Context: an optimization exercise on an open-source flow, tuned for small area. The choices shown serve that exercise and are no tape-out recipe. In this exercise RTL edits were held to simulation tests only and were not proved equivalent to the original.

## flow/design.v (module list and top-level ports; edited modules follow where they fit)
// module FA3: 4 lines
// module HA2: 4 lines
// module FFT16_SEQUENTIAL: 1347 lines
module FFT16_SEQUENTIAL(A, Y, CLK, START, DONE, RESET);
  // ...
==> flow/run.sh <==
#!/bin/bash
# synth_recipe.tcl (not shown) runs the flow's synth.tcl, then flattens the netlist and writes it again
# the make line also repeats each setting of config.mk as NAME=value (left out here)
make -C /OpenROAD-flow-scripts/flow DESIGN_CONFIG=/design/flow/config.mk WORK_HOME=/design/flow/orfs CLKGATE_MAP_FILE= SYNTH_SCRIPT=/design/flow/synth_recipe.tcl finish
==> flow/config.mk <==
export PLATFORM = sky130hd
export DESIGN_NAME = FFT16_SEQUENTIAL
export DESIGN_NICKNAME = FFT16_SEQUENTIAL
export VERILOG_FILES = /design/flow/design.v
export SDC_FILE = /design/flow/constraint.sdc
export NUM_CORES = 4
export LEC_CHECK = 0
export CAP_MARGIN = 20
export CORE_MARGIN = 2
export CORE_UTILIZATION = 40
export CTS_CLUSTER_DIAMETER = 80
export CTS_CLUSTER_SIZE = 30
export SETUP_SLACK_MARGIN = 0.4
export SLEW_MARGIN = 20
export SYNTH_HIERARCHICAL = 1
==> flow/constraint.sdc <==
create_clock -name core_clock -period 14.0 [get_ports {CLK}]
set_input_delay 2.8000 -clock core_clock [delete_from_list [all_inputs] [get_ports {CLK}]]
set_output_delay 2.8000 -clock core_clock [all_outputs]
set_load 0.01 [all_outputs]
==> results_dict.tcl, run 1 <==
set metrics [dict create \
    status "no timing/DRC/antenna violations" \
    nets 3421 \
    synth_compound_area_frac 0.0189 \
    gp_congestion 0.924 \
    r2r_setup_slack_ns 0.39 \
    cp_slowest_cell "fa_2" \
    slew_viol_final 0 \
    portBuffers 67 \
    hold_viol_final 0 \
    seq_cells 519 \
    reg2regPathDepth 46 \
    syn_to_final_growth_pct 11.0 \
    netlist_area_mm2 0.0340 \
    multi_input_area_share 0.609 \
    setup_ws_ns 0.393 \
    buffer_area_frac 0.0379 \
    endpoint_kind "flip-flop" \
    seq_area_frac 0.276 \
    regMostFlops "T" \
    cts_tree "yes" \
    nMultiInputCombCells 1804 \
    met2_usage 0.352 \
    worst-setup-path-type "flip-flop to flip-flop" \
    grt_pass1_vias 21200 \
    fin_area_mm2 0.0377 \
    final_cells 3821 \
    hpwl_um 72600 \
    slew_headroom 0.353 \
    final_common_cell "fa_1" \
    critPathTopFamily "adder cells" \
    crit_path_max_incr_delay_ns 0.62 \
    cp.required_ns 14.47 \
    synthCells 2586 \
    nClkBuffers 28 \
    ys.flop_type "dfxtp_1" \
]
==> inputs of run 2 (changes only) <==
--- a/flow/config.mk
+++ b/flow/config.mk
@@ -10,6 +10,6 @@
 export CORE_UTILIZATION = 40
 export CTS_CLUSTER_DIAMETER = 80
 export CTS_CLUSTER_SIZE = 30
-export SETUP_SLACK_MARGIN = 0.4
+export SETUP_SLACK_MARGIN = 0.1
 export SLEW_MARGIN = 20
 export SYNTH_HIERARCHICAL = 1
==> results_dict.tcl, run 2 <==
set metrics [dict create \
    clk_latency_ns 0.58 \
    diodes 0 \
    grt_pass1_wl_um 132000 \
    yosysMostFrequentCell "fa_1" \
    grt_overflow_total 0 \
    ant_nets 0 \
    syn_to_final_growth_pct 10.1 \
    crit_path_max_incr_delay_ns 0.49 \
    drt_iter0_drc 771 \
    async_flop_share 0 \
    syn_nets 3332 \
    cp.required_ns 14.46 \
    critPathArrivalTime_ns 14.26 \
    synth-seq-cells 519 \
    finalSetupViolations 0 \
    drive_above_1_share 0.152 \
    fin_worst_skew_ns 0.0176 \
    period_share 0.985 \
    final_common_cell "fa_1" \
    routed_wl_um 85600 \
    cts-root-buf "clkbuf_16" \
    status "no timing/DRC/antenna violations" \
    regMostFlops "T" \
    syn_area_per_cell_um2 13.1 \
    slew_viol_final 0 \
    start_util 0.405 \
    die_area_mm2 0.0873 \
    maxCapViolations 0 \
    synth_common_cells "fa_1, dfxtp_1, xnor2_1" \
    antenna_found_initial 0 \
    yosysTopAreaCellShare 0.364 \
    hold_viol_final 0 \
    slew_headroom 0.276 \
    placed_area_mm2 0.0364 \
    pin_count 68 \
    max_freq_mhz 72.5 \
    drcViolationCount 0 \
    drt_pass1_iterations 5 \
    hpwl_um 71700 \
    cp_slowest_cell "fa_1" \
    clockBufferDepth 3 \
    die-width_um 295 \
    rsz0062_at_grt "yes" \
    grt_usage 0.204 \
    top_regs "T (512), STATE (6), LAST_START (1)" \
    cts_sinks 519 \
    setup_ws_ns 0.206 \
    layout_common_cells "fa_1, dfxtp_1, xnor2_1" \
    core-area_mm2 0.0838 \
    grt_pass1_vias 21100 \
    fin_area_mm2 0.0374 \
    synth_cell_type_count 58 \
    routedWlPerCell_um 22.5 \
    synth-seq-area-share 0.306 \
    rows 106 \
    cpMostUsedCell "fa_2" \
    synth_top_area_cell "fa_1" \
    via_count 18300 \
    yosys_warnings 8 \
    via_per_inst 4.81 \
    cts_max_level 1 \
    grt_max_degree 66 \
    portBuffers 67 \
    fp.dieH_um 295 \
    largest_register_ff_count 512 \
    worst-setup-path-type "flip-flop to flip-flop" \
    ys_top_cells_by_area "fa_1, dfxtp_1, xnor2_1" \
    worst_setup_path_start_kind "flip-flop" \
    gp_congestion 0.909 \
    nets 3408 \
    min_path_type "flip-flop to flip-flop" \
    netlist_area_mm2 0.0340 \
    final_core_util 0.446 \
    synth_edf_count 0 \
    cts_tree "yes" \
    endpoint_kind "flip-flop" \
    cts.clk_slew.worst_paths_ns 0.11 \
    ys.flop_type "dfxtp_1" \
    crit_path_max_fanout 5 \
    dp_slack_ns -0.175 \
    min_period_ns 13.79 \
    tightest_slew_ns 1.08 \
    cts_buffers 23 \
    synthCells 2586 \
]
[run 2: cell counts after synthesis]
Identical to the previous run, type by type.
[run 2: repair_timing]
item                       in CTS  in global routing
hold buffers                    0                  0
pin swaps                      12                 19
setup endpoints to repair       6                  6
setup buffers                   4                  8
gates resized for setup        18                 25
cloned                          1                  0
[run 2: per-layer routing]
layer | share of wire | up-vias | routed length [um] | track usage
li1 | - | 8296 | - | -
met4 | 0.042 | 0 | 3590 | 0.0752
met2 | 0.48 | 291 | 41500 | 0.344
met1 | 0.44 | 9576 | 38000 | 0.275
met3 | 0.030 | 124 | 2550 | 0.0201
met5 | 0 | - | 0 | 0
[run 2: cell type report]
| type | count | area [um^2] |
|---|---|---|
| Timing Repair Buffer | 145 | 1310 |
| Multi-Input combinational cell | 1805 | 22900 |
| Clock inverter | 9 | 119 |
| Fill cell | 7659 | 46400 |
| Clock buffer | 24 | 589 |
| Inverter | 168 | 633 |
| Tap cell | 1134 | 1420 |
| Sequential cell | 519 | 10400 |
[run 2: through the flow]
step	hold slack, ns	TNS [ns]	std cells
after CTS	0.325	0	3796
after global placement	0.310	0	3758
after detailed placement	0.312	-0.429	3758
final	0.328	0	3804
after global routing	0.327	-0.583	3804
after floorplan	0.310	0	2586
[run 2: cell families (layout without fill, tap and decap cells)]
family / after synthesis / after routing / synth area share
muxes: 326 / 326 / 0.103
xor gates and xnor gates: 372 / 373 / 0.0975
AOI/OAI and AO/OA: 107 / 107 / 0.0189
buffers and inverters: 263 / 346 / 0.0316
DFF: 519 / 519 / 0.306
adders and majority gates: 714 / 714 / 0.399
and+or+nand+nor: 285 / 285 / 0.0445
[run 2: Yosys stat by module, one instance, submodules excluded]
module | area [um^2] | flops+latches | cells inside
HA2 | 12.5 | 0 | 1
FA3 | 20.0 | 0 | 1
FFT16_SEQUENTIAL | 21500 | 519 | 1940
[run 2: worst paths after layout]
check,startpoint,slack (ns),cells past startpoint,to
worst max-delay path,STATE[1],0.21,49,T[12][15]
worst min-delay path,T[10][11],0.33,0,T[15][11]
worst max register to register,STATE[1],0.21,49,T[12][15]
worst min register to register,T[10][11],0.33,0,T[15][11]
[run 2: critical path: cells and delay by family (launching register included)]
kind	cells	cell delay [ns]
adder cells (fa/ha/maj)	34	11.51
buffers and inverters	10	0.84
multiplexers	3	0.61
flip-flops	1	0.37
AND/OR/NAND/NOR	1	0.24
XOR/XNOR	1	0.14
==> inputs of run 3 (changes only) <==
--- a/flow/config.mk
+++ b/flow/config.mk
@@ -10,6 +10,5 @@
 export CORE_UTILIZATION = 40
 export CTS_CLUSTER_DIAMETER = 80
 export CTS_CLUSTER_SIZE = 30
-export SETUP_SLACK_MARGIN = 0.1
 export SLEW_MARGIN = 20
 export SYNTH_HIERARCHICAL = 1
==> results_dict.tcl, run 3 <==
set metrics [dict create \
    status "no timing/DRC/antenna violations" \
    synth-seq-cells 519 \
    die-width_um 295 \
    ys_top_cells_by_area "fa_1, dfxtp_1, xnor2_1" \
    slew_viol_final 0 \
    worst-setup-path-type "flip-flop to flip-flop" \
    drcViolationCount 0 \
    num-fill-cells 7665 \
    cpMostUsedCell "fa_2" \
    reg2regPathDepth 46 \
    ys.flop_type "dfxtp_1" \
    via_count 18400 \
    maxCapViolations 0 \
    die_area_mm2 0.0873 \
    syn_nets 3332 \
    slew_headroom 0.387 \
    syn_area_per_cell_um2 13.1 \
    worstReg2RegEnd "T[12][15]" \
    endpoint_kind "flip-flop" \
    layout_common_cells "fa_1, dfxtp_1, xnor2_1" \
    cp_slowest_cell "fa_1" \
    min_period_ns 13.87 \
    final_common_cell "fa_1" \
    portBuffers 67 \
    start_util 0.405 \
    yosys_warnings 8 \
    yosysMostFrequentCell "fa_1" \
    clockBufferDepth 3 \
    hpwl_um 72500 \
    largest_register_ff_count 512 \
    synth_top_area_cell "fa_1" \
    async_flop_share 0 \
    cts-root-buf "clkbuf_16" \
    period_share 0.991 \
    drive_above_1_share 0.160 \
    tns_ns 0 \
    netlist_area_mm2 0.0340 \
    hold_viol_final 0 \
    grt_max_degree 66 \
    critPathTopFamily "adder cells" \
    routed_wl_um 85900 \
    grt_pass1_wl_um 132000 \
    drt_iter0_drc 777 \
    syn_to_final_growth_pct 10.8 \
    gp_congestion 0.889 \
    holdPathStages 0 \
    worst_setup_path_start_kind "flip-flop" \
    tightest_slew_ns 0.912 \
    hold_start "T[7][29]" \
    top_regs "T (512), STATE (6), LAST_START (1)" \
    fin_area_mm2 0.0376 \
    drt_pass1_iterations 5 \
    core-area_mm2 0.0838 \
    min_to "T[8][29]" \
    cts_hold_buffers 0 \
    synthCells 2586 \
    ant_nets 0 \
    fp.dieH_um 295 \
    max_freq_mhz 72.1 \
    synth_edf_count 0 \
    cts_sinks 519 \
    synth_cell_type_count 58 \
    setup_ws_ns 0.130 \
    cts.clk_slew.worst_paths_ns 0.11 \
    fin_worst_skew_ns 0.0245 \
    crit_path_max_incr_delay_ns 0.53 \
    cp.required_ns 14.46 \
    critPathArrivalTime_ns 14.33 \
    regMostFlops "T" \
    final_cells 3829 \
    placed_area_mm2 0.0365 \
    cts_max_level 1 \
    dp_slack_ns -0.227 \
    rsz0062_at_grt "yes" \
    r2r_setup_slack_ns 0.13 \
    crit_path_max_fanout 5 \
    grt_overflow_total 0 \
    min_path_type "flip-flop to flip-flop" \
    cp_num_buf_inv 8 \
    finalSetupViolations 0 \
    via_per_inst 4.81 \
    cts_tree "yes" \
    synth_common_cells "fa_1, dfxtp_1, xnor2_1" \
    placed_cells 3770 \
    yosysTopAreaCellShare 0.364 \
    antenna_found_initial 1 \
    clk_latency_ns 0.58 \
    nets 3430 \
    grt_pass1_vias 20900 \
    cts_buffers 24 \
    pin_count 68 \
    synth-seq-area-share 0.306 \
    rows 106 \
    final_core_util 0.449 \
    routedWlPerCell_um 22.4 \
    reg2reg_from "STATE[1]" \
    grt_usage 0.205 \
]
run 3: worst max-delay path by stage:
| stage | start | to | depth (start not counted) |
|---|---|---|---|
| finish | STATE[1] | T[12][15] | 46 |
| global route | STATE[1] | T[12][15] | 49 |
| CTS | STATE[0] | T[12][31] | 45 |
| detailed placement | STATE[0] | T[12][15] | 46 |
| global placement | STATE[0] | T[12][15] | 48 |
| floorplan | STATE[0] | T[9][31] | 47 |
run 3: through the flow:
| step | hold slack [ns] |
|---|---|
| 2_1_floorplan | 0.310 |
| 3_3_place_gp | 0.310 |
| 3_5_place_dp | 0.312 |
| 4_1_cts | 0.324 |
| 5_1_grt | 0.317 |
| 6_report | 0.316 |
run 3: worst register-to-register path: cells and delay by family (launching register included):
kind	cells	cell delay, ns
multiplexers	3	0.73
XOR/XNOR	1	0.16
flip-flops	1	0.38
AND/OR/NAND/NOR	1	0.31
buffers and inverters	8	0.70
adder cells (fa/ha/maj)	33	11.52
run 3: what timing repair did:
item / CTS / global route
gates resized for setup: 14 / 44
setup buffers: 4 / 18
gates cloned: 0 / 0
pin swaps: 11 / 21
endpoints found under the setup margin: 5 / 6
run 3: area by class of cell:
class	instances	area, um^2	share of cell area
timing repair buffer	167	1460	0.0389
tap	1134	1420	0.0377
sequential	519	10400	0.276
multi-input combinational	1804	22900	0.609
inverter	168	636	0.0169
clock inverter	10	170	0.00452
clock buffer	26	639	0.0170
antenna	1	2.50	0.0000665
run 3: cells by family (layout without fill, tap and decap cells):
kind of cell | count (synthesis) | count (layout) | share of synthesized area
other | 0 | 1 | 0
AO/OA/AOI/OAI | 107 | 107 | 0.0189
buffers and inverters | 263 | 371 | 0.0316
multiplexers | 326 | 326 | 0.103
AND/OR/NAND/NOR | 285 | 285 | 0.0445
flip-flops | 519 | 519 | 0.306
XOR/XNOR | 372 | 372 | 0.0975
adder cells (fa/ha/maj) | 714 | 714 | 0.399
run 3: layer usage:
metal / share of wire / routed length (um) / vias up / global-route usage
met5: 0 / 0 / - / 0
met2: 0.50 / 42700 / 256 / 0.352
met1: 0.44 / 38200 / 9719 / 0.276
met3: 0.032 / 2710 / 86 / 0.0216
li1: - / - / 8361 / -
met4: 0.027 / 2280 / 0 / 0.0529
run 3: per-module statistics from Yosys, one instance, submodules excluded:
module	area [um^2]	cells	times used
FA3	20.0	1	587
HA2	12.5	1	59
FFT16_SEQUENTIAL	21500	1940	1
==> inputs of run 4 (changes only) <==
--- a/flow/config.mk
+++ b/flow/config.mk
@@ -10,5 +10,7 @@
 export CORE_UTILIZATION = 40
 export CTS_CLUSTER_DIAMETER = 80
 export CTS_CLUSTER_SIZE = 30
+export PLACE_DENSITY = 0.7
+export SETUP_SLACK_MARGIN = 0.2
 export SLEW_MARGIN = 20
 export SYNTH_HIERARCHICAL = 1
==> results_dict.tcl, run 4 <==
set metrics [dict create \
    status "no timing/DRC/antenna violations" \
    reg2regPathDepth 47 \
    synth_cell_type_count 58 \
    drt_iter0_drc 957 \
    cts-root-buf "clkbuf_16" \
    grt_overflow_total 0 \
    grt_pass1_wl_um 126000 \
    hold_viol_final 0 \
    critPathArrivalTime_ns 14.07 \
    ant_nets 0 \
    min_period_ns 13.59 \
    top_regs "T (512), STATE (6), LAST_START (1)" \
    crit_path_max_incr_delay_ns 0.56 \
    cpMostUsedCell "fa_2" \
    synth_top_family_by_area "adder cells" \
    synth-seq-cells 519 \
    regMostFlops "T" \
    grt_usage 0.193 \
    synth-seq-area-share 0.306 \
    via_per_inst 4.79 \
    ys.flop_type "dfxtp_1" \
    drcViolationCount 0 \
    synth-simple-area-share 0.0445 \
    die-width_um 295 \
    syn_area_per_cell_um2 13.1 \
    finalSetupViolations 0 \
    syn_to_final_growth_pct 10.5 \
    cts_max_level 1 \
    final_common_cell "fa_1" \
    cts.clk_slew.worst_paths_ns 0.11 \
    die_area_mm2 0.0873 \
    routed_wl_um 81200 \
    placed_area_mm2 0.0364 \
    reg2reg_from "STATE[0]" \
    r2r_setup_slack_ns 0.41 \
    gp_congestion 0.921 \
    crit_path_max_fanout 4 \
    fin_worst_skew_ns 0.0318 \
    routedWlPerCell_um 21.3 \
    startpoint "STATE[0]" \
    yosys_warnings 8 \
    synth_edf_count 0 \
    synth_compound_area_frac 0.0189 \
    layout_common_cells "fa_1, dfxtp_1, xnor2_1" \
    syn_nets 3332 \
    cts_hold_buffers 0 \
    slew_headroom 0.320 \
    cp.required_ns 14.48 \
    core-area_mm2 0.0838 \
    nets 3416 \
    rows 106 \
    placed_cells 3758 \
    drt_pass1_iterations 5 \
    cts_tree "yes" \
    grt_max_degree 66 \
    muxShareOfSynthArea 0.103 \
    ys_top_cells_by_area "fa_1, dfxtp_1, xnor2_1" \
    tns_ns 0 \
    final_cells 3811 \
    tightest_slew_ns 1.02 \
    synth_adder_area_share 0.399 \
    via_count 18300 \
    synth_xor_area_frac 0.0975 \
    antenna_found_initial 3 \
    fp.dieH_um 295 \
    pin_count 68 \
    max_freq_mhz 73.6 \
    worst_setup_path_start_kind "flip-flop" \
    largest_register_ff_count 512 \
    endpoint "T[12][15]" \
    yosysTopAreaCellShare 0.364 \
    cts_buffers 25 \
    final_core_util 0.448 \
    hpwl_um 67400 \
    rsz0062_at_grt "yes" \
    period_share 0.971 \
    maxCapViolations 0 \
    portBuffers 67 \
    async_flop_share 0 \
    endpoint_kind "flip-flop" \
    cp_slowest_cell "fa_2" \
    synth_common_cells "fa_1, dfxtp_1, xnor2_1" \
    cts_sinks 519 \
    grt_pass1_vias 20600 \
    synth_top_area_cell "fa_1" \
    yosysMostFrequentCell "fa_1" \
    diodes 0 \
    min_path_type "flip-flop to flip-flop" \
    start_util 0.405 \
    clk_latency_ns 0.59 \
    clockBufferDepth 3 \
    slew_viol_final 0 \
    netlist_area_mm2 0.0340 \
    fin_area_mm2 0.0375 \
    worstReg2RegEnd "T[12][15]" \
    worst-setup-path-type "flip-flop to flip-flop" \
    drive_above_1_share 0.151 \
    synthCells 2586 \
]
==> run 4: cell families (layout without fill, tap and decap cells) <==
| logic type | count (synthesis) | count (layout) |
|---|---|---|
| xor+xnor | 372 | 373 |
| compound gates | 107 | 107 |
| simple gates | 285 | 285 |
| fa+ha+maj | 714 | 714 |
| mux | 326 | 326 |
| buf+inv | 263 | 353 |
| flops | 519 | 519 |
==> run 4: modules after synthesis (local to each module, per instance) <==
| module | copies in the design | flip-flops and latches |
|---|---|---|
| FA3 | 587 | 0 |
| FFT16_SEQUENTIAL | 1 | 519 |
| HA2 | 59 | 0 |
==> run 4: stage by stage <==
step | hold WS, ns | setup slack (ns)
after global routing | 0.297 | 0.0156
after CTS | 0.301 | 0.182
after floorplan | 0.310 | 0.224
after global placement | 0.310 | 0.179
after detailed placement | 0.312 | 0.00735
final | 0.298 | 0.410
==> run 4: metal layers <==
layer,global-route usage,share of wire,wire length (um),vias up
met5,0,0.00016,13,-
li1,-,-,-,8311
met2,0.320,0.48,38700,318
met1,0.271,0.46,37200,9540
met4,0.0552,0.031,2480,2
met3,0.0190,0.035,2810,92
==> run 4: critical path, delay by kind of cell (launching register included) <==
kind | cells | cell delay [ns]
xor+xnor | 1 | 0.15
buf+inv | 8 | 0.62
flops | 1 | 0.38
mux | 3 | 0.62
fa+ha+maj | 34 | 11.46
simple gates | 1 | 0.27
==> run 4: timing repair <==
item,CTS,global route
cloned,1,0
setup buffers,6,12
pin swaps,4,13
setup endpoints to repair,6,8
gates resized for setup,8,26
==> run 4: worst min path at each step <==
stage	start	end	slack [ns]	cells after the start
after floorplan	T[15][0]	T[0][0]	0.31	0
after global placement	T[6][3]	T[11][3]	0.31	0
after detailed placement	T[15][0]	T[0][0]	0.31	0
after CTS	T[15][6]	T[0][6]	0.30	0
after global routing	T[13][2]	T[2][2]	0.30	0
final	T[15][6]	T[0][6]	0.30	0
==> run 4: layout make-up <==
class	instances	area (um^2)
clock buffer	26	629
tap	1134	1420
multi-input combinational	1805	22900
clock inverter	8	171
fill	7685	46300
sequential	519	10400
timing repair buffer	151	1370
inverter	168	633
==> inputs of run 5 (changes only) <==
--- a/flow/config.mk
+++ b/flow/config.mk
@@ -8,9 +8,9 @@
 export CAP_MARGIN = 20
 export CORE_MARGIN = 2
 export CORE_UTILIZATION = 40
+export CTS_BUF_LIST = sky130_fd_sc_hd__clkbuf_8 sky130_fd_sc_hd__clkbuf_16
 export CTS_CLUSTER_DIAMETER = 80
 export CTS_CLUSTER_SIZE = 30
-export PLACE_DENSITY = 0.7
 export SETUP_SLACK_MARGIN = 0.2
 export SLEW_MARGIN = 20
 export SYNTH_HIERARCHICAL = 1
==> results_dict.tcl, run 5 <==
set metrics [dict create \
    status "no timing/DRC/antenna violations" \
    core-area_mm2 0.0838 \
    slew_headroom 0.291 \
    routedWlPerCell_um 22.5 \
    synth_cell_type_count 58 \
    grt_pass1_vias 21100 \
    clk_latency_ns 0.57 \
    cp_slowest_cell "fa_1" \
    rows 106 \
    reg2regPathDepth 49 \
    die-width_um 295 \
    grt_usage 0.205 \
    worst_setup_path_start_kind "flip-flop" \
    diodes 0 \
    wl_met2_um 43300 \
    period_share 0.971 \
    drive_above_1_share 0.153 \
    dr.max_layer_used "met4" \
    critPathArrivalTime_ns 14.06 \
    finalSetupViolations 0 \
    cts_max_level 1 \
    grt_overflow_total 0 \
    top_regs "T (512), STATE (6), LAST_START (1)" \
    maxCapViolations 0 \
    cts_hold_buffers 0 \
    endpoint_kind "flip-flop" \
    synth_top_area_cell "fa_1" \
    via_per_inst 4.82 \
    crit_path_max_incr_delay_ns 0.51 \
    drcViolationCount 0 \
    synthCells 2586 \
    antenna_found_initial 0 \
    clockBufferDepth 3 \
    met1_length_um 38800 \
    hold_start "T[15][6]" \
    routed_wl_um 85800 \
    start_util 0.405 \
    drt_iter0_drc 886 \
    cts_sinks 519 \
    synth_common_cells "fa_1, dfxtp_1, xnor2_1" \
    fp.dieH_um 295 \
    cpMostUsedCell "fa_2" \
    fin_area_mm2 0.0375 \
    synth_edf_count 0 \
    ys.flop_type "dfxtp_1" \
    via_count 18400 \
    cts.clk_slew.worst_paths_ns 0.11 \
    tightest_slew_ns 1.06 \
    rsz0062_at_grt "yes" \
    setup_ws_ns 0.402 \
    cts_buffers 23 \
    syn_nets 3332 \
    min_to "T[0][6]" \
    syn_to_final_growth_pct 10.3 \
    regMostFlops "T" \
    placed_cells 3764 \
    cp.required_ns 14.46 \
    hold_viol_final 0 \
    cts_tree "yes" \
    gp_congestion 0.894 \
    hold_ws_ns 0.299 \
    placed_area_mm2 0.0365 \
    worst-setup-path-type "flip-flop to flip-flop" \
    drt_pass1_iterations 5 \
    min_period_ns 13.60 \
    ys_top_cells_by_area "fa_1, dfxtp_1, xnor2_1" \
    nets 3416 \
    netlist_area_mm2 0.0340 \
    synth-seq-area-share 0.306 \
    max_freq_mhz 73.5 \
    cts-root-buf "clkbuf_16" \
    dp_slack_ns -0.121 \
    final_common_cell "fa_1" \
    portBuffers 67 \
    reg2reg_from "STATE[0]" \
    crit_path_max_fanout 4 \
    min_path_type "flip-flop to flip-flop" \
    fin_worst_skew_ns 0.0321 \
    slew_viol_final 0 \
    final_cells 3811 \
    routed-wl-met3_um 1990 \
    largest_register_ff_count 512 \
    r2r_setup_slack_ns 0.40 \
    final_core_util 0.447 \
    hpwl_um 72500 \
    ant_nets 0 \
    grt_max_degree 66 \
    yosys_warnings 8 \
    syn_area_per_cell_um2 13.1 \
    synth-seq-cells 519 \
    die_area_mm2 0.0873 \
    holdPathStages 0 \
    layout_common_cells "fa_1, dfxtp_1, xnor2_1" \
    yosysTopAreaCellShare 0.364 \
    async_flop_share 0 \
    worstReg2RegEnd "T[9][15]" \
    grt_pass1_wl_um 133000 \
    yosysMostFrequentCell "fa_1" \
    pin_count 68 \
]
==> run 5: cell counts after synthesis <==
Identical to the previous run, type by type.
==> run 5: repair_timing <==
action / 4_1_cts / 5_1_grt
endpoints found under the setup margin: 6 / 8
pin swaps: 3 / 25
buffers inserted: 6 / 9
gates resized for setup: 12 / 36
==> run 5: routing by layer <==
| layer | vias up | track usage |
|---|---|---|
| met4 | 0 | 0.0435 |
| met1 | 9766 | 0.282 |
| li1 | 8315 | - |
| met5 | - | 0 |
| met3 | 72 | 0.0150 |
| met2 | 227 | 0.357 |
==> run 5: cells by family after synthesis <==
kind of cell / after synthesis / synth area share
fa+ha+maj: 714 / 0.399
xor+xnor: 372 / 0.0975
simple gates: 285 / 0.0445
buf+inv: 263 / 0.0316
flops: 519 / 0.306
mux: 326 / 0.103
compound gates: 107 / 0.0189
==> run 5: cell type report <==
type                            instances  area [um^2]
Tap cell                             1134         1420
Sequential cell                       519        10400
Timing Repair Buffer                  154         1370
Clock buffer                           24          589
Clock inverter                          8          123
Inverter                              168          636
Multi-Input combinational cell       1804        22900
Fill cell                            7621        46400
==> run 5: how the worst max path moves through the flow <==
stage                      to  slack [ns]  startpoint  depth (start not counted)
global route         T[9][15]        0.02    STATE[0]                         49
detailed placement   T[9][15]       -0.12    STATE[0]                         47
floorplan           T[12][15]        0.22    STATE[0]                         51
CTS                  T[9][15]        0.19    STATE[0]                         49
finish               T[9][15]        0.40    STATE[0]                         49
global placement     T[9][15]        0.11    STATE[0]                         47
==> run 5: per-stage QoR <==
stage / TNS, ns
6_report: 0
5_1_grt: 0
4_1_cts: 0
3_5_place_dp: -0.413
3_3_place_gp: 0
2_1_floorplan: 0
==> run 5: worst max-delay path: cells and delay by family (launching register included) <==
| family | cells | cell delay, ns |
|---|---|---|
| adder cells (fa/ha/maj) | 34 | 11.39 |
| buffers and inverters | 10 | 0.78 |
| multiplexers | 3 | 0.60 |
| flip-flops | 1 | 0.39 |
| AND/OR/NAND/NOR | 1 | 0.20 |
| XOR/XNOR | 1 | 0.14 |
==> run 5: Yosys stat by module, one instance, submodules excluded <==
module,cells,flip-flops and latches,cell area (um^2),copies in the design
FA3,1,0,20.0,587
FFT16_SEQUENTIAL,1940,519,21500,1
HA2,1,0,12.5,59
==> inputs of run 6 (changes only) <==
--- a/flow/config.mk
+++ b/flow/config.mk
@@ -7,8 +7,7 @@
 export LEC_CHECK = 0
 export CAP_MARGIN = 20
 export CORE_MARGIN = 2
-export CORE_UTILIZATION = 40
-export CTS_BUF_LIST = sky130_fd_sc_hd__clkbuf_8 sky130_fd_sc_hd__clkbuf_16
+export CORE_UTILIZATION = 30
 export CTS_CLUSTER_DIAMETER = 80
 export CTS_CLUSTER_SIZE = 30
 export SETUP_SLACK_MARGIN = 0.2
==> results_dict.tcl, run 6 <==
set metrics [dict create \
    final_common_cell "fa_1" \
    yosysMostFrequentCell "fa_1" \
    routedWlPerCell_um 20.7 \
    regMostFlops "T" \
    setup_ws_ns 0.333 \
    rows 123 \
    dp_slack_ns 0.0222 \
    finalSetupViolations 0 \
    yosysTopAreaCellShare 0.364 \
    fp.dieH_um 341 \
    maxCapViolations 0 \
    netlist_area_mm2 0.0340 \
    grt_max_degree 66 \
    worst-setup-path-type "flip-flop to flip-flop" \
    synth_top_area_cell "fa_1" \
    reg2regPathDepth 46 \
    die-width_um 341 \
    r2r_setup_slack_ns 0.33 \
    start_util 0.302 \
    hold_start "T[6][19]" \
    cts_max_level 1 \
    slew_viol_final 0 \
    min_period_ns 13.67 \
    gp_congestion 0.885 \
    crit_path_max_fanout 6 \
    ys_top_cells_by_area "fa_1, dfxtp_1, xnor2_1" \
    grt_pass1_wl_um 132000 \
    drt_iter0_drc 1001 \
    drt_pass1_iterations 5 \
    async_flop_share 0 \
    layout_common_cells "fa_1, dfxtp_1, xnor2_1" \
    holdPathStages 0 \
    grt_usage 0.152 \
    critPathArrivalTime_ns 14.18 \
    tns_ns 0 \
    clk_latency_ns 0.63 \
    diodes 0 \
    fin_area_mm2 0.0382 \
    slew_headroom 0.280 \
    synth_edf_count 0 \
    cts.clk_slew.worst_paths_ns 0.11 \
    status "no timing/DRC/antenna violations" \
    top_regs "T (512), STATE (6), LAST_START (1)" \
    crit_path_max_incr_delay_ns 0.61 \
    cp_slowest_cell "fa_2" \
    syn_area_per_cell_um2 13.1 \
    hold_viol_final 0 \
    rsz0062_at_grt "yes" \
    pin_count 68 \
    fin_worst_skew_ns 0.0467 \
    cts-root-buf "clkbuf_16" \
    largest_register_ff_count 512 \
    synth-seq-area-share 0.306 \
    portBuffers 67 \
    synth_cell_type_count 58 \
    worstReg2RegEnd "T[9][31]" \
    cp.required_ns 14.52 \
    worst_setup_path_start_kind "flip-flop" \
    synth-seq-cells 519 \
    ant_nets 0 \
    via_count 18300 \
    num-fill-cells 11000 \
    drive_above_1_share 0.155 \
    cts_buffers 28 \
    synthCells 2586 \
    final_cells 4180 \
    clockBufferDepth 3 \
    yosys_warnings 8 \
    syn_nets 3332 \
    hpwl_um 71800 \
    min_path_type "flip-flop to flip-flop" \
    placed_area_mm2 0.0369 \
    cts_sinks 519 \
    die_area_mm2 0.116 \
    grt_pass1_vias 20300 \
    placed_cells 4120 \
    nets 3410 \
    tightest_slew_ns 1.08 \
    cts_tree "yes" \
    cpMostUsedCell "fa_2" \
    synth_common_cells "fa_1, dfxtp_1, xnor2_1" \
    min_to "T[11][19]" \
    grt_overflow_total 0 \
    reg2reg_from "STATE[0]" \
    period_share 0.976 \
    antenna_found_initial 3 \
    max_freq_mhz 73.2 \
    ys.flop_type "dfxtp_1" \
    routed_wl_um 86400 \
    via_per_inst 4.37 \
    core-area_mm2 0.112 \
    syn_to_final_growth_pct 12.4 \
    endpoint_kind "flip-flop" \
    drcViolationCount 0 \
]
[run 6: cell counts after synthesis]
No cell type changed its count.
[run 6: how the worst max path moves through the flow]
| stage | startpoint | endpoint | slack (ns) | depth (start not counted) |
|---|---|---|---|---|
| final | STATE[0] | T[9][31] | 0.33 | 46 |
| after global routing | STATE[0] | T[12][31] | -0.06 | 46 |
| after global placement | STATE[0] | T[9][31] | 0.11 | 44 |
| after CTS | STATE[2] | Y[31] | 0.21 | 26 |
| after floorplan | STATE[0] | T[12][15] | 0.22 | 51 |
| after detailed placement | STATE[0] | T[9][31] | 0.02 | 44 |
[run 6: area by class of cell]
class,instances,area (um^2),share of cell area
clock buffers,30,708,0.0185
multi-input cells,1805,22900,0.601
clock inverters,16,317,0.00829
well taps,1500,1880,0.0491
repair buffers,142,1320,0.0346
flip-flops and latches,519,10400,0.272
inverters,168,633,0.0166
[run 6: logic make-up after synthesis]
| group | share of synthesized area |
|---|---|
| buffers and inverters | 0.0316 |
| XOR/XNOR | 0.0975 |
| AO/OA/AOI/OAI | 0.0189 |
| flip-flops | 0.306 |
| multiplexers | 0.103 |
| adder cells (fa/ha/maj) | 0.399 |
| AND/OR/NAND/NOR | 0.0445 |
[run 6: critical path: cells and delay by family, from the launching register on]
family                     cells  cell delay [ns]
DFF                            1             0.38
AOI/OAI and AO/OA              1             0.06
adders and majority gates     33            11.46
and+or+nand+nor                2             0.42
buffers and inverters          7             0.56
muxes                          3             0.67
[run 6: metrics by stage]
stage	hold slack, ns	util
2_1_floorplan	0.310	-
3_3_place_gp	0.310	0.328
3_5_place_dp	0.312	0.328
4_1_cts	0.309	0.339
5_1_grt	0.311	0.340
6_report	0.309	0.340
[run 6: per-module statistics from Yosys (local to each module, per instance)]
| module | copies in the design | flops+latches |
|---|---|---|
| FFT16_SEQUENTIAL | 1 | 519 |
| FA3 | 587 | 0 |
| HA2 | 59 | 0 |
[run 6: routing by layer]
metal | up-vias | share of wire | global-route usage
met5 | - | 0 | 0
met4 | 0 | 0.021 | 0.0317
met3 | 77 | 0.044 | 0.0199
met2 | 346 | 0.46 | 0.242
met1 | 9527 | 0.48 | 0.221
li1 | 8320 | - | -
[run 6: timing repair]
item | in CTS | in global routing
setup buffers | 7 | 6
pin swaps | 4 | 39
endpoints found under the hold margin | 0 | 0
gates cloned | 1 | 0
endpoints found under the setup margin | 7 | 7
hold buffers | 0 | 0
resized for setup | 16 | 35
==> inputs of run 7 (changes only) <==
--- a/flow/config.mk
+++ b/flow/config.mk
@@ -7,7 +7,7 @@
 export LEC_CHECK = 0
 export CAP_MARGIN = 20
 export CORE_MARGIN = 2
-export CORE_UTILIZATION = 30
+export CORE_UTILIZATION = 50
 export CTS_CLUSTER_DIAMETER = 80
 export CTS_CLUSTER_SIZE = 30
 export SETUP_SLACK_MARGIN = 0.2
==> results_dict.tcl, run 7 <==
set metrics [dict create \
    status "no timing/DRC/antenna violations" \
    routedWlPerCell_um 23.9 \
    final_cells 3545 \
    crit_path_max_fanout 14 \
    ys_top_cells_by_area "fa_1, dfxtp_1, xnor2_1" \
    synth_top_area_cell "fa_1" \
    regMostFlops "T" \
    grt_overflow_total 0 \
    pin_count 68 \
    via_count 18400 \
    tightest_slew_ns 1.12 \
    layout_common_cells "fa_1, dfxtp_1, xnor2_1" \
    cts_sinks 519 \
    max_freq_mhz 72.7 \
    cts_hold_buffers 0 \
    cts.clk_slew.worst_paths_ns 0.11 \
    top_regs "T (512), STATE (6), LAST_START (1)" \
    cts_max_level 1 \
    holdPathStages 0 \
    die_area_mm2 0.0700 \
    num-fill-cells 5468 \
    antenna_found_initial 0 \
    yosysMostFrequentCell "fa_1" \
    synth-seq-area-share 0.306 \
    critPathArrivalTime_ns 10.95 \
    synth_edf_count 0 \
    cp_num_buf_inv 4 \
    drt_iter0_drc 850 \
    rsz0062_at_grt "yes" \
    placed_area_mm2 0.0360 \
    netlist_area_mm2 0.0340 \
    cp.depth 28 \
    critPathTopFamily "adder cells" \
    ys.flop_type "dfxtp_1" \
    start_util 0.506 \
    hpwl_um 70600 \
    nets 3403 \
    routed_wl_um 84800 \
    drcViolationCount 0 \
    hold_ws_ns 0.315 \
    syn_nets 3332 \
    synth_cell_type_count 58 \
    crit_path_max_incr_delay_ns 0.54 \
    multi_input_area_mm2 0.0230 \
    grt_max_degree 66 \
    fin_area_mm2 0.0373 \
    largest_register_ff_count 512 \
    synth-seq-cells 519 \
    hold_viol_final 0 \
    grt_pass1_wl_um 130000 \
    async_flop_share 0 \
    endpoint_kind "primary output" \
    die-width_um 265 \
    fp.dieH_um 265 \
    cts_tree "yes" \
    portBuffers 67 \
    cts-root-buf "clkbuf_16" \
    grt_pass1_vias 20700 \
    diodes 0 \
    drt_pass1_iterations 5 \
    synthCells 2586 \
    seqCellArea_mm2 0.0104 \
    yosys_warnings 8 \
    worst_setup_path_start_kind "flip-flop" \
    cpMostUsedCell "fa_1" \
    cp_slowest_cell "clkdlybuf4s50_1" \
    syn_area_per_cell_um2 13.1 \
    final_common_cell "fa_1" \
    core-area_mm2 0.0672 \
    slew_viol_final 0 \
    clk_latency_ns 0.61 \
    synth_common_cells "fa_1, dfxtp_1, xnor2_1" \
    syn_to_final_growth_pct 9.86 \
    min_path_type "flip-flop to flip-flop" \
    placed_cells 3485 \
    worst-setup-path-type "flip-flop to primary output" \
    cts_buffers 27 \
    ant_nets 0 \
    reg2regPathDepth 48 \
    fin_worst_skew_ns 0.0327 \
    maxCapViolations 0 \
    min_period_ns 13.75 \
    period_share 0.982 \
    grt_usage 0.251 \
    cp.required_ns 11.20 \
    rows 95 \
    slew_headroom 0.250 \
    via_per_inst 5.18 \
    drive_above_1_share 0.153 \
    clockBufferDepth 3 \
    gp_congestion 0.912 \
    finalSetupViolations 0 \
    yosysTopAreaCellShare 0.364 \
]
run 7: cell counts after synthesis:
No cell type changed its count.
run 7: area by class of cell:
class | instances | share of cell area
repair buffers | 137 | 0.0346
clock inverters | 16 | 0.00734
clock buffers | 28 | 0.0182
inverters | 168 | 0.0170
multi-input cells | 1804 | 0.615
well taps | 873 | 0.0293
flip-flops and latches | 519 | 0.279
run 7: repair_timing:
item                       in CTS  in global routing
gates resized for setup         8                 44
gates cloned                    0                  1
pin swaps                       5                 18
setup endpoints to repair       6                  8
buffers inserted                5                 10
run 7: logic make-up after synthesis:
family,after synthesis,share of synthesized area
buf+inv,263,0.0316
mux,326,0.103
simple gates,285,0.0445
flops,519,0.306
fa+ha+maj,714,0.399
xor+xnor,372,0.0975
compound gates,107,0.0189
run 7: worst paths after layout:
| check | start | endpoint | slack [ns] |
|---|---|---|---|
| worst max-delay path | STATE[2] | Y[31] | 0.25 |
| worst min-delay path | T[14][22] | T[3][22] | 0.32 |
| worst max register to register | STATE[0] | T[12][15] | 0.32 |
| worst min register to register | T[14][22] | T[3][22] | 0.32 |
run 7: Yosys stat by module (local to each module, per instance):
module	cells	flip-flops and latches
FFT16_SEQUENTIAL	1940	519
FA3	1	0
HA2	1	0
run 7: metal layers:
metal | wire, um | up-vias | share of wire | GRT usage
li1 | - | 8307 | - | -
met1 | 37900 | 9644 | 0.45 | 0.350
met2 | 41100 | 310 | 0.48 | 0.416
met3 | 2610 | 119 | 0.031 | 0.0242
met4 | 3170 | 0 | 0.037 | 0.0831
met5 | 0 | - | 0 | 0
run 7: through the flow:
| stage | setup WS (ns) | setup TNS, ns | utilization |
|---|---|---|---|
| 3_3_place_gp | 0.225 | 0 | 0.537 |
| 6_report | 0.250 | 0 | 0.556 |
| 5_1_grt | -0.0610 | -0.164 | 0.556 |
| 2_1_floorplan | 0.224 | 0 | - |
| 3_5_place_dp | 0.0404 | 0 | 0.537 |
| 4_1_cts | 0.176 | 0 | 0.552 |
run 7: worst register-to-register path, delay by kind of cell (launching register included):
kind	cells	cell delay, ns
xor gates and xnor gates	1	0.13
adders and majority gates	34	11.42
buffers and inverters	9	0.69
DFF	1	0.38
muxes	3	0.62
and+or+nand+nor	1	0.33
==> inputs of run 8 (changes only) <==
--- a/flow/config.mk
+++ b/flow/config.mk
@@ -7,7 +7,7 @@
 export LEC_CHECK = 0
 export CAP_MARGIN = 20
 export CORE_MARGIN = 2
-export CORE_UTILIZATION = 50
+export CORE_UTILIZATION = 40
 export CTS_CLUSTER_DIAMETER = 80
 export CTS_CLUSTER_SIZE = 30
 export SETUP_SLACK_MARGIN = 0.2
==> results_dict.tcl, run 8 <==
set metrics [dict create \
    drt_pass1_iterations 5 \
    holdPathStages 0 \
    synth_common_cells "fa_1, dfxtp_1, xnor2_1" \
    hpwl_um 72500 \
    yosysMostFrequentCell "fa_1" \
    pin_count 68 \
    grt_overflow_total 0 \
    slew_headroom 0.291 \
    min_to "T[0][6]" \
    gp_congestion 0.894 \
    clk_latency_ns 0.57 \
    synth-seq-area-share 0.306 \
    drt_iter0_drc 886 \
    cts.clk_slew.worst_paths_ns 0.11 \
    synth_edf_count 0 \
    worst_setup_path_start_kind "flip-flop" \
    hold_viol_final 0 \
    cp_slowest_cell "fa_1" \
    routedWlPerCell_um 22.5 \
    antenna_found_initial 0 \
    drive_above_1_share 0.153 \
    slew_viol_final 0 \
    grt_usage 0.205 \
    drcViolationCount 0 \
    cp.required_ns 14.46 \
    final_common_cell "fa_1" \
    core-area_mm2 0.0838 \
    syn_nets 3332 \
    cts_max_level 1 \
    cts-root-buf "clkbuf_16" \
    fin_worst_skew_ns 0.0321 \
    max_freq_mhz 73.5 \
    largest_register_ff_count 512 \
    period_share 0.971 \
    crit_path_max_fanout 4 \
    syn_to_final_growth_pct 10.3 \
    min_path_type "flip-flop to flip-flop" \
    synthCells 2586 \
    ys.flop_type "dfxtp_1" \
    async_flop_share 0 \
    synth_cell_type_count 58 \
    worstReg2RegEnd "T[9][15]" \
    hold_start "T[15][6]" \
    ant_nets 0 \
    yosys_warnings 8 \
    cts_buffers 23 \
    worst-setup-path-type "flip-flop to flip-flop" \
    status "no timing/DRC/antenna violations" \
    grt_pass1_wl_um 133000 \
    min_period_ns 13.60 \
    r2r_setup_slack_ns 0.40 \
    cts_hold_buffers 0 \
    top_regs "T (512), STATE (6), LAST_START (1)" \
    maxCapViolations 0 \
    synth_top_area_cell "fa_1" \
    syn_area_per_cell_um2 13.1 \
    netlist_area_mm2 0.0340 \
    die-width_um 295 \
    ys_top_cells_by_area "fa_1, dfxtp_1, xnor2_1" \
    critPathArrivalTime_ns 14.06 \
    regMostFlops "T" \
    rsz0062_at_grt "yes" \
    diodes 0 \
    cpMostUsedCell "fa_2" \
    nets 3416 \
    grt_max_degree 66 \
    portBuffers 67 \
    routed_wl_um 85800 \
    rows 106 \
    crit_path_max_incr_delay_ns 0.51 \
    grt_pass1_vias 21100 \
    via_per_inst 4.82 \
    layout_common_cells "fa_1, dfxtp_1, xnor2_1" \
    tightest_slew_ns 1.06 \
    finalSetupViolations 0 \
    synth-seq-cells 519 \
    final_core_util 0.447 \
    via_count 18400 \
    reg2reg_from "STATE[0]" \
    yosysTopAreaCellShare 0.364 \
    fp.dieH_um 295 \
    start_util 0.405 \
    cts_tree "yes" \
    die_area_mm2 0.0873 \
    endpoint_kind "flip-flop" \
    reg2regPathDepth 49 \
    clockBufferDepth 3 \
    cts_sinks 519 \
]
## run 8: cell type report
| class | count | area [um^2] |
|---|---|---|
| multi-input cells | 1804 | 22900 |
| clock inverters | 8 | 123 |
| clock buffers | 24 | 589 |
| well taps | 1134 | 1420 |
| fillers | 7621 | 46400 |
| repair buffers | 154 | 1370 |
| flip-flops and latches | 519 | 10400 |
| inverters | 168 | 636 |
## run 8: cells by family (layout without fill, tap and decap cells)
group / Yosys count / count (layout) / synth area share
adders and majority gates: 714 / 714 / 0.399
muxes: 326 / 326 / 0.103
buffers and inverters: 263 / 354 / 0.0316
DFF: 519 / 519 / 0.306
and+or+nand+nor: 285 / 285 / 0.0445
AOI/OAI and AO/OA: 107 / 107 / 0.0189
xor gates and xnor gates: 372 / 372 / 0.0975
## run 8: modules after synthesis, one instance, submodules excluded
module,cells inside,flops+latches
FA3,1,0
FFT16_SEQUENTIAL,1940,519
HA2,1,0
## run 8: how the worst max path moves through the flow
stage | start | end | slack, ns | depth (start not counted)
2_1_floorplan | STATE[0] | T[12][15] | 0.22 | 51
3_3_place_gp | STATE[0] | T[9][15] | 0.11 | 47
3_5_place_dp | STATE[0] | T[9][15] | -0.12 | 47
4_1_cts | STATE[0] | T[9][15] | 0.19 | 49
5_1_grt | STATE[0] | T[9][15] | 0.02 | 49
6_report | STATE[0] | T[9][15] | 0.40 | 49
## run 8: critical path: cells and delay by family, from the launching register on
family | cells | cell delay [ns]
simple gates | 1 | 0.20
xor+xnor | 1 | 0.14
fa+ha+maj | 34 | 11.39
mux | 3 | 0.60
buf+inv | 10 | 0.78
flops | 1 | 0.39
## run 8: what timing repair did
item                                    4_1_cts  5_1_grt
pin swaps                                     3       25
endpoints found under the setup margin        6        8
buffers inserted                              6        9
resized for setup                            12       36
gates cloned                                  0        0
## run 8: metrics by stage
step,cells,setup WS [ns],setup TNS [ns],hold WS (ns),cell area (um^2)
6_report,3811,0.402,0,0.299,37500
5_1_grt,3811,0.0229,0,0.290,37500
4_1_cts,3802,0.194,0,0.298,37200
3_5_place_dp,3764,-0.121,-0.413,0.312,36500
3_3_place_gp,3764,0.113,0,0.310,36500
2_1_floorplan,2586,0.224,0,0.310,34200
## run 8: per-layer routing
layer  vias up  GRT usage  share of wire
met1      9766      0.282           0.45
met4         0     0.0435          0.020
li1       8315          -              -
met5         -          0              0
met2       227      0.357           0.50
met3        72     0.0150          0.023
==> inputs of run 9 (changes only) <==
--- a/flow/config.mk
+++ b/flow/config.mk
@@ -8,8 +8,9 @@
 export CAP_MARGIN = 20
 export CORE_MARGIN = 2
 export CORE_UTILIZATION = 40
-export CTS_CLUSTER_DIAMETER = 80
-export CTS_CLUSTER_SIZE = 30
+export CTS_BUF_LIST = sky130_fd_sc_hd__clkbuf_8
+export CTS_CLUSTER_DIAMETER = 60
+export CTS_CLUSTER_SIZE = 20
 export SETUP_SLACK_MARGIN = 0.2
 export SLEW_MARGIN = 20
 export SYNTH_HIERARCHICAL = 1
==> results_dict.tcl, run 9 <==
set metrics [dict create \
    status "no timing/DRC/antenna violations" \
    hold_ws_ns 0.308 \
    ant_nets 0 \
    placed_area_mm2 0.0365 \
    yosysMostFrequentCell "fa_1" \
    tightest_slew_ns 1.06 \
    hold_start "T[13][19]" \
    worst_setup_path_start_kind "flip-flop" \
    cp_num_buf_inv 10 \
    grt_overflow_total 0 \
    synth_edf_count 0 \
    via_count 18400 \
    synth_common_cells "fa_1, dfxtp_1, xnor2_1" \
    synth_top_area_cell "fa_1" \
    drcViolationCount 0 \
    synth_cell_type_count 58 \
    fp.dieH_um 295 \
    regMostFlops "T" \
    worst-setup-path-type "flip-flop to flip-flop" \
    grt_usage 0.207 \
    portBuffers 67 \
    grt-busiest-layer "met2" \
    grt_pass1_vias 21200 \
    syn_area_per_cell_um2 13.1 \
    clockBufferDepth 3 \
    ys.flop_type "dfxtp_1" \
    cts_sinks 519 \
    cts_tree "yes" \
    grt_use_met3 0.0232 \
    slew_headroom 0.294 \
    async_flop_share 0 \
    rsz0062_at_grt "yes" \
    netlist_area_mm2 0.0340 \
    start_util 0.405 \
    syn_nets 3332 \
    max_freq_mhz 73.6 \
    dp_slack_ns -0.121 \
    syn_to_final_growth_pct 10.3 \
    layout_common_cells "fa_1, dfxtp_1, xnor2_1" \
    core-area_mm2 0.0838 \
    via_per_inst 4.80 \
    drt_iter0_drc 923 \
    grt_max_degree 66 \
    min_path_type "flip-flop to flip-flop" \
    die_area_mm2 0.0873 \
    fin_worst_skew_ns 0.0445 \
    setup_ws_ns 0.404 \
    top_regs "T (512), STATE (6), LAST_START (1)" \
    worstReg2RegEnd "T[9][15]" \
    routed_wl_um 86100 \
    gp_congestion 0.894 \
    slew_viol_final 0 \
    hold_viol_final 0 \
    cts_hold_buffers 0 \
    pin_count 68 \
    clk_latency_ns 0.63 \
    synth-seq-area-share 0.306 \
    reg2regPathDepth 49 \
    cts-root-buf "clkbuf_8" \
    grt_pass1_wl_um 133000 \
    period_share 0.971 \
    synth-seq-cells 519 \
    ys_top_cells_by_area "fa_1, dfxtp_1, xnor2_1" \
    cp_slowest_cell "fa_1" \
    nets 3425 \
    use_met1 0.280 \
    cts.clk_slew.worst_paths_ns 0.12 \
    critPathTopFamily "adder cells" \
    yosysTopAreaCellShare 0.364 \
    final_cells 3831 \
    synthCells 2586 \
    drive_above_1_share 0.159 \
    finalSetupViolations 0 \
    hpwl_um 72500 \
    reg2reg_from "STATE[0]" \
    crit_path_max_fanout 6 \
    min_period_ns 13.60 \
    antenna_found_initial 2 \
    placed_cells 3764 \
    crit_path_max_incr_delay_ns 0.51 \
    endpoint_kind "flip-flop" \
    drt_pass1_iterations 5 \
    cpMostUsedCell "fa_2" \
    critPathArrivalTime_ns 14.12 \
    rows 106 \
    r2r_setup_slack_ns 0.40 \
    fin_area_mm2 0.0375 \
    cts_max_level 2 \
    cts_buffers 37 \
    num-fill-cells 7623 \
    seqCellArea_mm2 0.0104 \
    yosys_warnings 8 \
    final_common_cell "fa_1" \
    cp.required_ns 14.52 \
    min_to "T[2][19]" \
    holdPathStages 0 \
    multi_input_area_mm2 0.0229 \
    routedWlPerCell_um 22.5 \
    maxCapViolations 0 \
    die-width_um 295 \
    met2_usage 0.348 \
    largest_register_ff_count 512 \
]
-- run 9: layout make-up --
cell class                 instances  share of cell area
sequential                       519               0.278
antenna                            1           0.0000668
clock inverter                    15             0.00414
clock buffer                      41              0.0151
timing repair buffer             149              0.0361
inverter                         168              0.0169
tap                             1134              0.0379
multi-input combinational       1804               0.612
-- run 9: kinds of logic after synthesis --
group                      synth area share
AOI/OAI and AO/OA                    0.0189
xor gates and xnor gates             0.0975
DFF                                   0.306
and+or+nand+nor                      0.0445
muxes                                 0.103
adders and majority gates             0.399
buffers and inverters                0.0316
-- run 9: routing by layer --
layer	wire (um)	vias up
met1	38600	9632
met5	0	-
met2	42200	310
li1	-	8330
met4	2780	0
met3	2570	111
-- run 9: modules after synthesis, one instance, submodules excluded --
module	cell area [um^2]	flip-flops and latches	cells inside
FFT16_SEQUENTIAL	21500	519	1940
HA2	12.5	0	1
FA3	20.0	0	1
-- run 9: stage by stage --
stage / setup TNS, ns / util
finish: 0 / 0.447
detailed placement: -0.413 / 0.435
global placement: 0 / 0.435
floorplan: 0 / -
CTS: 0 / 0.445
global route: 0 / 0.447
-- run 9: repair_timing --
| item | in CTS | in global routing |
|---|---|---|
| gates resized for setup | 16 | 35 |
| endpoints found under the setup margin | 6 | 8 |
| pin swaps | 4 | 22 |
| setup buffers | 4 | 6 |
-- run 9: worst max path at each step --
stage                         from   endpoint  slack [ns]  depth (start not counted)
after floorplan           STATE[0]  T[12][15]        0.22                         51
after global placement    STATE[0]   T[9][15]        0.11                         47
after detailed placement  STATE[0]   T[9][15]       -0.12                         47
after CTS                 STATE[0]   T[9][31]        0.21                         45
after global routing      STATE[0]   T[9][15]       0.006                         49
final                     STATE[0]   T[9][15]        0.40                         49
==> inputs of run 10 (changes only) <==
==> flow/flow/run.sh (new file) <==
#!/bin/bash
set -euo pipefail
cd "$(dirname "$0")/.."
export BUFFER_PORTS_ARGS="-buffer_cell sky130_fd_sc_hd__buf_1"
bash standard.sh synth > standard_synth.log 2>&1
export DONT_USE_CELLS="sky130_fd_sc_hd__buf_4 sky130_fd_sc_hd__buf_6 sky130_fd_sc_hd__buf_8 sky130_fd_sc_hd__buf_12 sky130_fd_sc_hd__buf_16"
bash standard.sh > standard_flow.log 2>&1
==> flow/standard.sh (new file) <==
#!/bin/bash
# synth_recipe.tcl (not shown) runs the flow's synth.tcl, then flattens the netlist and writes it again
# the make line also repeats each setting of config.mk as NAME=value (left out here)
make -C /OpenROAD-flow-scripts/flow DESIGN_CONFIG=/design/flow/config.mk WORK_HOME=/design/flow/orfs CLKGATE_MAP_FILE= SYNTH_SCRIPT=/design/flow/synth_recipe.tcl "${@:-finish}"
--- a/flow/config.mk
+++ b/flow/config.mk
@@ -8,9 +8,8 @@
 export CAP_MARGIN = 20
 export CORE_MARGIN = 2
 export CORE_UTILIZATION = 40
-export CTS_BUF_LIST = sky130_fd_sc_hd__clkbuf_8
-export CTS_CLUSTER_DIAMETER = 60
-export CTS_CLUSTER_SIZE = 20
+export CTS_CLUSTER_DIAMETER = 80
+export CTS_CLUSTER_SIZE = 30
 export SETUP_SLACK_MARGIN = 0.2
 export SLEW_MARGIN = 20
 export SYNTH_HIERARCHICAL = 1
removed: flow/run.sh
==> results_dict.tcl, run 10 <==
set metrics [dict create \
    grt_overflow_total 0 \
    hpwl_um 72200 \
    final_cells 3809 \
    startpoint "STATE[0]" \
    via_per_inst 4.77 \
    synth_cell_type_count 58 \
    critPathArrivalTime_ns 14.10 \
    clockBufferDepth 3 \
    synth_edf_count 0 \
    syn_area_per_cell_um2 13.1 \
    cts_buffers 24 \
    crit_path_max_fanout 4 \
    setup_ws_ns 0.382 \
    finalSetupViolations 0 \
    syn_nets 3332 \
    hold_ws_ns 0.319 \
    worst_setup_path_start_kind "flip-flop" \
    cts.clk_slew.worst_paths_ns 0.11 \
    status "no timing/DRC/antenna violations" \
    core-area_mm2 0.0838 \
    cpMostUsedCell "fa_2" \
    cts_hold_buffers 0 \
    worst-setup-path-type "flip-flop to flip-flop" \
    grt_pass1_vias 20900 \
    grt_usage 0.205 \
    netlist_area_mm2 0.0340 \
    cts_tree "yes" \
    portBuffers 67 \
    grt_pass1_wl_um 132000 \
    synth_common_cells "fa_1, dfxtp_1, xnor2_1" \
    drcViolationCount 0 \
    drive_above_1_share 0.150 \
    pin_count 68 \
    top_regs "T (512), STATE (6), LAST_START (1)" \
    regMostFlops "T" \
    via_count 18200 \
    placed_cells 3761 \
    yosysMostFrequentCell "fa_1" \
    drt_pass1_iterations 5 \
    dp_slack_ns -0.0228 \
    antenna_found_initial 0 \
    routedWlPerCell_um 22.5 \
    routed_wl_um 85700 \
    period_share 0.973 \
    max_freq_mhz 73.4 \
    min_period_ns 13.62 \
    final_common_cell "fa_1" \
    grt_max_degree 66 \
    start_util 0.405 \
    slew_viol_final 0 \
    hold_start "T[7][19]" \
    clk_latency_ns 0.59 \
    synthCells 2586 \
    crit_path_max_incr_delay_ns 0.58 \
    yosys_warnings 8 \
    die-width_um 295 \
    rsz0062_at_grt "yes" \
    synth-seq-area-share 0.306 \
    synth_top_area_cell "fa_1" \
    endpoint_kind "flip-flop" \
    drt_iter0_drc 846 \
    cp.required_ns 14.48 \
    cp_slowest_cell "fa_1" \
    layout_common_cells "fa_1, dfxtp_1, xnor2_1" \
    async_flop_share 0 \
    maxCapViolations 0 \
    gp_congestion 0.907 \
    largest_register_ff_count 512 \
    reg2reg_from "STATE[0]" \
    die_area_mm2 0.0873 \
    fin_worst_skew_ns 0.0296 \
    hold_viol_final 0 \
    cts_sinks 519 \
    ys.flop_type "dfxtp_1" \
    cts-root-buf "clkbuf_16" \
    cts_max_level 1 \
    nets 3410 \
    ys_top_cells_by_area "fa_1, dfxtp_1, xnor2_1" \
    fp.dieH_um 295 \
    syn_to_final_growth_pct 8.94 \
    synth-seq-cells 519 \
    tightest_slew_ns 1.09 \
    rows 106 \
    ant_nets 0 \
    yosysTopAreaCellShare 0.364 \
    min_path_type "flip-flop to flip-flop" \
    slew_headroom 0.272 \
]
-- run 10: cell counts after synthesis --
No cell type changed its count.
-- run 10: worst max-delay path, delay by kind of cell (launching register included) --
| family | cells | cell delay, ns |
|---|---|---|
| adder cells (fa/ha/maj) | 34 | 11.34 |
| buffers and inverters | 10 | 0.76 |
| multiplexers | 3 | 0.68 |
| flip-flops | 1 | 0.38 |
| AND/OR/NAND/NOR | 1 | 0.31 |
-- run 10: layout make-up --
class / count / area [um^2]
clock buffer: 26 / 639
timing repair buffer: 147 / 897
antenna: 1 / 2.50
clock inverter: 10 / 135
multi-input combinational: 1804 / 22900
sequential: 519 / 10400
inverter: 168 / 633
tap: 1134 / 1420
fill: 7736 / 46800
-- run 10: Yosys stat by module, one instance, submodules excluded --
module	copies in the design	flops+latches	cell area, um^2	cells inside
FA3	587	0	20.0	1
FFT16_SEQUENTIAL	1	519	21500	1940
HA2	59	0	12.5	1
-- run 10: per-stage QoR --
step	area (um^2)	TNS, ns	utilization
6_report	37000	0	0.442
5_1_grt	37000	-0.00792	0.441
4_1_cts	36900	0	0.440
3_5_place_dp	36000	-0.0519	0.430
3_3_place_gp	36000	0	0.430
2_1_floorplan	34200	0	-
-- run 10: layer usage --
layer / track usage / wire length, um / up-vias
met1: 0.275 / 38700 / 9587
met4: 0.0428 / 1790 / 0
met5: 0 / 0 / -
met3: 0.0168 / 1830 / 65
met2: 0.361 / 43400 / 190
li1: - / - / 8312
-- run 10: final timing paths --
| kind | end | slack (ns) | cells after the start |
|---|---|---|---|
| worst max-delay path | T[12][15] | 0.38 | 48 |
| worst min-delay path | T[8][19] | 0.32 | 0 |
| worst max register to register | T[12][15] | 0.38 | 48 |
| worst min register to register | T[8][19] | 0.32 | 0 |
-- run 10: timing repair --
action	4_1_cts	5_1_grt
setup endpoints to repair	5	6
gates cloned	0	0
pin swaps	3	19
setup buffers	5	6
resized for setup	8	19
-- run 10: cell families after synthesis --
| group | count (synthesis) | share of synthesized area |
|---|---|---|
| adders and majority gates | 714 | 0.399 |
| DFF | 519 | 0.306 |
| xor gates and xnor gates | 372 | 0.0975 |
| AOI/OAI and AO/OA | 107 | 0.0189 |
| muxes | 326 | 0.103 |
| and+or+nand+nor | 285 | 0.0445 |
| buffers and inverters | 263 | 0.0316 |

## port drivers added, routing unchanged
How much do the figures lean on ideal ports? The routed layouts below were timed once more, with nothing changed but the port constraints. Step 1, drivers: a clkbuf_16 drives CLK and a buf_2 each remaining input, both assumed. Step 2, shift: input delay + t, output delay - t, t = (earliest + latest rising clock arrival at the registers) / 2. This alone moves slack from input paths to output paths. Three values: no drivers, after step 1, after step 2; two values: the first two.
| run | shift t [ns] | setup WS [ns] | latest minus earliest clock arrival (ns) | cell pins on the clock port's net |
|---|---|---|---|---|
| run 1 | 0.637 | 0.393 / 0.393 / 0.393 | 0.029 / 0.030 | 1 |
| run 2 | 0.626 | 0.206 / 0.186 / 0.206 | 0.020 / 0.020 | 1 |
| run 3 | 0.625 | 0.130 / 0.130 / 0.130 | 0.025 / 0.025 | 1 |
| run 4 | 0.632 | 0.410 / 0.410 / 0.410 | 0.033 / 0.034 | 1 |
| run 5 | 0.618 | 0.402 / 0.402 / 0.402 | 0.032 / 0.032 | 1 |
| run 6 | 0.670 | 0.333 / 0.270 / 0.333 | 0.051 / 0.051 | 1 |
| run 7 | 0.651 | 0.250 / 0.191 / 0.324 | 0.035 / 0.035 | 1 |
| run 8 | 0.618 | 0.402 / 0.402 / 0.402 | 0.032 / 0.032 | 1 |
| run 9 | 0.668 | 0.404 / 0.404 / 0.404 | 0.054 / 0.054 | 1 |
| run 10 | 0.636 | 0.382 / 0.382 / 0.382 | 0.030 / 0.030 | 1 |
After both steps setup and hold are still met in every run listed.
